Context: an optimization exercise on an open-source flow, tuned for small area. The choices shown serve that exercise and are no tape-out recipe. Where RTL was checked, it was by simulation tests only, not by an equivalence proof against the original. The flow treats the clock pin as an ideal source, which a real chip does not have. Power figures rest on the tool's default switching activity, not on a simulated workload.

## before
// counter
module counter(
    input clk,
    input sys_rst,
    input startbutton,
    input reset,
    input [1:0] select,
    input [3:0] loadmeMSD,
    input [3:0] loadmeLSD,
    output [6:0] sseg,
    output [3:0] an,
    output dp
    );
Size in the first run: roughly 34 flip-flops, about 26 I/O pins, about 0.0017 sq mm of cells after synthesis.
==> module counter, before the edit <==
module counter(
    input clk,
    input sys_rst,
    input startbutton,
    input reset,
    input [1:0] select,
    input [3:0] loadmeMSD,
    input [3:0] loadmeLSD,
    output [6:0] sseg,
    output [3:0] an,
    output dp
    );
    reg [4:0] scan;
    reg [4:0] div;
    wire div_fb = ~((div[3] & div[4]) | (div[1] & div[2] & div[4]) | (div[1] & ~div[2] & ~div[3] & ~div[4]));
    wire div_end = div[4] & ~div[3] & ~div[2] & ~div[1];       
    wire tick = div_end & scan[1] & scan[0];
    always @(posedge clk) begin
        if (sys_rst) begin
            scan <= 5'd3;
            div  <= 5'd0;
        end else begin
            scan <= scan + 5'd1;
            div  <= {div[3:0], div_fb};
        end
    end
    localparam [2:0] P_START = 3'd0,
                     P_NOLOAD = 3'd1,
                     P_LOAD = 3'd7,
                     P_WAITWORK = 3'd2,
                     P_WORK = 3'd3,
                     P_WAITSTOP = 3'd6,
                     P_STOP = 3'd5;
    reg [2:0] phase;
    reg dir;                     
    reg cmpl;                    
    reg [3:0] c0, c1, c2, c3;
    reg [2:0] s;
    wire c0_9 = c0[3] & c0[0];
    wire c1_9 = c1[3] & c1[0];
    wire c2_9 = c2[3] & c2[0];
    wire c3_9 = c3[3] & c3[0];
    wire s_0 = ~s[2] & ~s[1] & ~s[0];
    wire limit = s_0 & c0_9 & c1_9 & c2_9 & c3_9;
    reg [2:0] phase_n;
    always @(*) begin
        phase_n = phase;
        case (phase)
            P_START: phase_n = select[0] ? P_LOAD : P_NOLOAD;
            P_NOLOAD, P_LOAD, P_STOP: begin
                if (reset) phase_n = P_START;
                else if (startbutton) phase_n = P_WAITWORK;
            end
            P_WAITWORK: if (!startbutton) phase_n = P_WORK;
            P_WORK: begin
                if (reset) phase_n = P_START;
                else if (limit || startbutton) phase_n = P_WAITSTOP;
            end
            P_WAITSTOP: if (!startbutton) phase_n = P_STOP;
            default: phase_n = P_START;
        endcase
    end
    always @(posedge clk) begin
        if (sys_rst)
            phase <= P_START;
        else if (tick)
            phase <= phase_n;
    end
    always @(posedge clk)
        if (phase == P_START)
            dir <= select[1];
    always @(posedge clk) begin
        if (sys_rst)
            cmpl <= 1'b0;
        else if (tick && (phase == P_NOLOAD || phase == P_LOAD))
            cmpl <= dir;
    end
    wire lsd_hi = loadmeLSD[3] & (loadmeLSD[2] | loadmeLSD[1]);
    wire [3:0] l2 = lsd_hi ? loadmeLSD - 4'd10 : loadmeLSD;
    wire [4:0] t = loadmeMSD + lsd_hi;
    wire hi = t >= 5'd10;
    wire [3:0] l3 = hi ? t[3:0] - 4'd10 : t[3:0];
    wire [3:0] k2 = dir ? 4'd9 - l2 : l2;
    wire [3:0] k3 = dir ? 4'd9 - l3 : l3;
    wire wrap = s[2] & s[1] & ~s[0] & c3[2] & c3[0] & c2[2] & c2[0] & c1[1] & c1[0] & c0[2] & c0[0];
    wire work = tick & (phase == P_WORK) & ~limit;
    wire clr = sys_rst | (tick & (phase == P_NOLOAD)) | (work & wrap);
    wire load = tick & (phase == P_LOAD);
    wire e0 = work;
    wire e1 = e0 & c0_9;
    wire e2 = e1 & c1_9;
    wire e3 = e2 & c2_9;
    wire es = e3 & c3_9;
    function [3:0] tog(input [3:0] x, input e);
        tog = {e & x[0] & (x[3] | (x[2] & x[1])), e & x[0] & x[1], e & x[0] & ~x[3], e};
    endfunction
    wire [3:0] n0 = c0 ^ tog(c0, e0);
    wire [3:0] n1 = c1 ^ tog(c1, e1);
    wire [3:0] n2 = c2 ^ tog(c2, e2);
    wire [3:0] n3 = c3 ^ tog(c3, e3);
    wire [2:0] ns = s ^ {es & s[1] & s[0], es & s[0], es};
    always @(posedge clk) begin
        c0 <= clr ? 4'd0 : load ? {dir, 2'b00, dir} : n0;
        c1 <= clr ? 4'd0 : load ? {dir, 2'b00, dir} : n1;
        c2 <= clr ? 4'd0 : load ? k2 : n2;
        c3 <= clr ? 4'd0 : load ? k3 : n3;
        s  <= clr ? 3'd0 : load ? {dir & hi, dir & hi, hi} : ns;
    end
    wire [1:0] pos = scan[4:3];
    assign an = {~(pos[1] & pos[0]), ~(pos[1] & ~pos[0]), ~(~pos[1] & pos[0]), ~(~pos[1] & ~pos[0])};
    assign dp = ~(pos[1] & ~pos[0]);
    wire [3:0] x = pos[1] ? (pos[0] ? c3 : c2) : (pos[0] ? c1 : c0);
    wire [3:0] d = cmpl ? {~(x[3] | x[2] | x[1]), x[2] ^ x[1], x[1], ~x[0]} : x;
    assign sseg[6] = (~d[3] & ~d[2] & ~d[1] & d[0]) | (d[2] & ~d[1] & ~d[0]);
    assign sseg[5] = d[2] & (d[1] ^ d[0]);
    assign sseg[4] = ~d[2] & d[1] & ~d[0];
    assign sseg[3] = (~d[3] & ~d[2] & ~d[1] & d[0]) | (d[2] & ~d[1] & ~d[0]) | (d[2] & d[1] & d[0]);
    assign sseg[2] = d[0] | (d[2] & ~d[1]);
    assign sseg[1] = (~d[2] & d[1]) | (~d[3] & ~d[2] & d[0]) | (d[1] & d[0]);
    assign sseg[0] = (~d[3] & ~d[2] & ~d[1]) | (d[2] & d[1] & d[0]);
endmodule
==> flow/config.mk <==
export PLATFORM = sky130hd
export DESIGN_NAME = counter
export DESIGN_NICKNAME = counter
export VERILOG_FILES = /design/flow/design.v
export SDC_FILE = /design/flow/constraint.sdc
export NUM_CORES = 4
export LEC_CHECK = 0
export ABC_AREA = 1
export CAP_MARGIN = 20
export CORE_MARGIN = 2
export CORE_UTILIZATION = 40
export SLEW_MARGIN = 20
==> flow/constraint.sdc <==
create_clock -name core_clock -period 45.0 [get_ports {clk}]
set_input_delay 9.0000 -clock core_clock [delete_from_list [all_inputs] [get_ports {clk}]]
set_output_delay 9.0000 -clock core_clock [all_outputs]
set_load 0.01 [all_outputs]
standard.sh (not shown) runs the stock make flow with config.mk's settings and CLKGATE_MAP_FILE= SYNTH_SCRIPT=/design/flow/synth_recipe.tcl, a recipe that flattens the netlist after the stock synthesis.
==> flow/flow/run.sh <==
#!/bin/bash
# Layout flow: the standard flow (standard.sh) with
#  - a synthesis that differs from the standard one only in its technology
#    mapping of the combinational logic: arithmetic is not mapped to
#    Kogge-Stone adders, yosys's extract_fa is skipped, and ABC maps with
#    several area-oriented scripts, keeping the smallest result
#    (flow/abc_portfolio.tcl); registers, their names and cell types are
#    those of the standard synthesis;
#  - port buffers of the smallest buffer cell;
#  - the clock tree: two clkbuf_8, each driving half of the flip-flops,
#    inserted before CTS (flow/clkbuf.tcl), so TritonCTS adds nothing.
set -euo pipefail
W=$PWD
export FLOW_FLOW_DIR=$W/flow
{
  echo 'proc synth {args} { yosys synth -nofsm -noshare {*}$args }'
  echo 'proc extract_fa {args} { puts "extract_fa skipped" }'
  echo "source $W/flow/abc_portfolio.tcl"
  tail -n +2 synth_recipe.tcl
} > my_synth.tcl
bash standard.sh SYNTH_SCRIPT=$W/my_synth.tcl SYNTH_OPERATIONS_ARGS=-noshare \
  "BUFFER_PORTS_ARGS=-buffer_cell sky130_fd_sc_hd__buf_1" \
  PRE_CTS_TCL=$W/flow/clkbuf.tcl \
  "CTS_ARGS=-sink_clustering_enable -repair_clock_nets -dont_use_dummy_load -buf_list sky130_fd_sc_hd__clkbuf_8" \
  finish > standard.log 2>&1
Other scripts of this flow, unchanged in this note and not shown: flow/flow/abc_b1s0.script, flow/flow/abc_b1s1.script, flow/flow/abc_b1s2.script, flow/flow/abc_b1s3.script, flow/flow/abc_b2s0.script, flow/flow/abc_b2s1.script, flow/flow/abc_b2s2.script, flow/flow/abc_b2s3.script, flow/flow/abc_b3s0.script, flow/flow/abc_b3s1.script, flow/flow/abc_b3s2.script, flow/flow/abc_b3s3.script, flow/flow/abc_b4s0.script, flow/flow/abc_b4s1.script, flow/flow/abc_b4s2.script, flow/flow/abc_b4s3.script, flow/flow/abc_portfolio.tcl, flow/flow/clkbuf.tcl
Modified inputs, after compared to before
--- a/flow/design.v
+++ b/flow/design.v
@@ -31,20 +31,20 @@
                      P_WAITWORK = 3'd2,
                      P_WORK = 3'd3,
                      P_WAITSTOP = 3'd6,
                      P_STOP = 3'd5;
     reg [2:0] phase;
-    reg dir;                     
     reg cmpl;                    
     reg [3:0] c0, c1, c2, c3;
     reg [2:0] s;
+    wire dir = s[2];             
     wire c0_9 = c0[3] & c0[0];
     wire c1_9 = c1[3] & c1[0];
     wire c2_9 = c2[3] & c2[0];
     wire c3_9 = c3[3] & c3[0];
-    wire s_0 = ~s[2] & ~s[1] & ~s[0];
-    wire limit = s_0 & c0_9 & c1_9 & c2_9 & c3_9;
+    wire s_z = ~s[1] & ~s[0];    
+    wire limit = s_z & c0_9 & c1_9 & c2_9 & c3_9;
     reg [2:0] phase_n;
     always @(*) begin
         phase_n = phase;
         case (phase)
             P_START: phase_n = select[0] ? P_LOAD : P_NOLOAD;
@@ -65,13 +65,10 @@
         if (sys_rst)
             phase <= P_START;
         else if (tick)
             phase <= phase_n;
     end
-    always @(posedge clk)
-        if (phase == P_START)
-            dir <= select[1];
     always @(posedge clk) begin
         if (sys_rst)
             cmpl <= 1'b0;
         else if (tick && (phase == P_NOLOAD || phase == P_LOAD))
             cmpl <= dir;
@@ -81,14 +78,15 @@
     wire [4:0] t = loadmeMSD + lsd_hi;
     wire hi = t >= 5'd10;
     wire [3:0] l3 = hi ? t[3:0] - 4'd10 : t[3:0];
     wire [3:0] k2 = dir ? 4'd9 - l2 : l2;
     wire [3:0] k3 = dir ? 4'd9 - l3 : l3;
-    wire wrap = s[2] & s[1] & ~s[0] & c3[2] & c3[0] & c2[2] & c2[0] & c1[1] & c1[0] & c0[2] & c0[0];
+    wire wrap = ~cmpl & s[2] & ~s[1] & s[0] & c3[2] & c3[0] & c2[2] & c2[0] & c1[1] & c1[0] & c0[2] & c0[0];
     wire work = tick & (phase == P_WORK) & ~limit;
     wire clr = sys_rst | (tick & (phase == P_NOLOAD)) | (work & wrap);
     wire load = tick & (phase == P_LOAD);
+    wire start = tick & (phase == P_START);
     wire e0 = work;
     wire e1 = e0 & c0_9;
     wire e2 = e1 & c1_9;
     wire e3 = e2 & c2_9;
     wire es = e3 & c3_9;
@@ -97,17 +95,22 @@
     endfunction
     wire [3:0] n0 = c0 ^ tog(c0, e0);
     wire [3:0] n1 = c1 ^ tog(c1, e1);
     wire [3:0] n2 = c2 ^ tog(c2, e2);
     wire [3:0] n3 = c3 ^ tog(c3, e3);
-    wire [2:0] ns = s ^ {es & s[1] & s[0], es & s[0], es};
+    wire [2:0] ns = s ^ {es & (~s[2] | s[1]), es & s[0] & ~s[2], es & s[2]};
     always @(posedge clk) begin
         c0 <= clr ? 4'd0 : load ? {dir, 2'b00, dir} : n0;
         c1 <= clr ? 4'd0 : load ? {dir, 2'b00, dir} : n1;
         c2 <= clr ? 4'd0 : load ? k2 : n2;
         c3 <= clr ? 4'd0 : load ? k3 : n3;
-        s  <= clr ? 3'd0 : load ? {dir & hi, dir & hi, hi} : ns;
+    end
+    wire s_wrap = work & wrap;   
+    always @(posedge clk) begin
+        s[2] <= start ? select[1] : ~s_wrap & ns[2];
+        s[1] <= ~(start | load) & ns[1];
+        s[0] <= ~(start | s_wrap) & (load ? hi : ns[0]);
     end
     wire [1:0] pos = scan[4:3];
     assign an = {~(pos[1] & pos[0]), ~(pos[1] & ~pos[0]), ~(~pos[1] & pos[0]), ~(~pos[1] & ~pos[0])};
     assign dp = ~(pos[1] & ~pos[0]);
     wire [3:0] x = pos[1] ? (pos[0] ? c3 : c2) : (pos[0] ? c1 : c0);
Results
When after is measured against before, its pre-CTS setup slack turns out 0.20 ns higher.
There was hardly any difference in design area between after and before.
Per the comparison of after with before, tightest hold margin decreased 0.0036 ns, power consumption has increased, area growth from synthesis to final layout was more or less identical, sequential share of layout area shrank by 1.5 points.
Compare after and before | global-route usage over all layers higher: before
For after, only the layout was checked, not whether the RTL still works.

[what the ideal ports hide]
No port has a modelled driver above. Below, the same layouts with a new extraction and two added sets of constraints. Step 1, drivers: a clkbuf_16 drives clk and a buf_2 each remaining input, both assumed. Step 2 also shifts input and output timing later by t, the mid clock arrival at the registers, as if the neighbouring blocks saw the same clock. Three values: no drivers, after step 1, after step 2; two values: the first two.
| run | shift t [ns] | setup slack, ns | latest minus earliest clock arrival (ns) | worst slew at a driven data input, ns |
|---|---|---|---|---|
| before | 0.193 | 33.712 / 33.676 / 33.869 | 0.005 / 0.004 | 0.03 |
| after | 0.194 | 33.827 / 33.791 / 33.985 | 0.004 / 0.004 | 0.03 |
After both steps setup and hold are still met in every run listed.
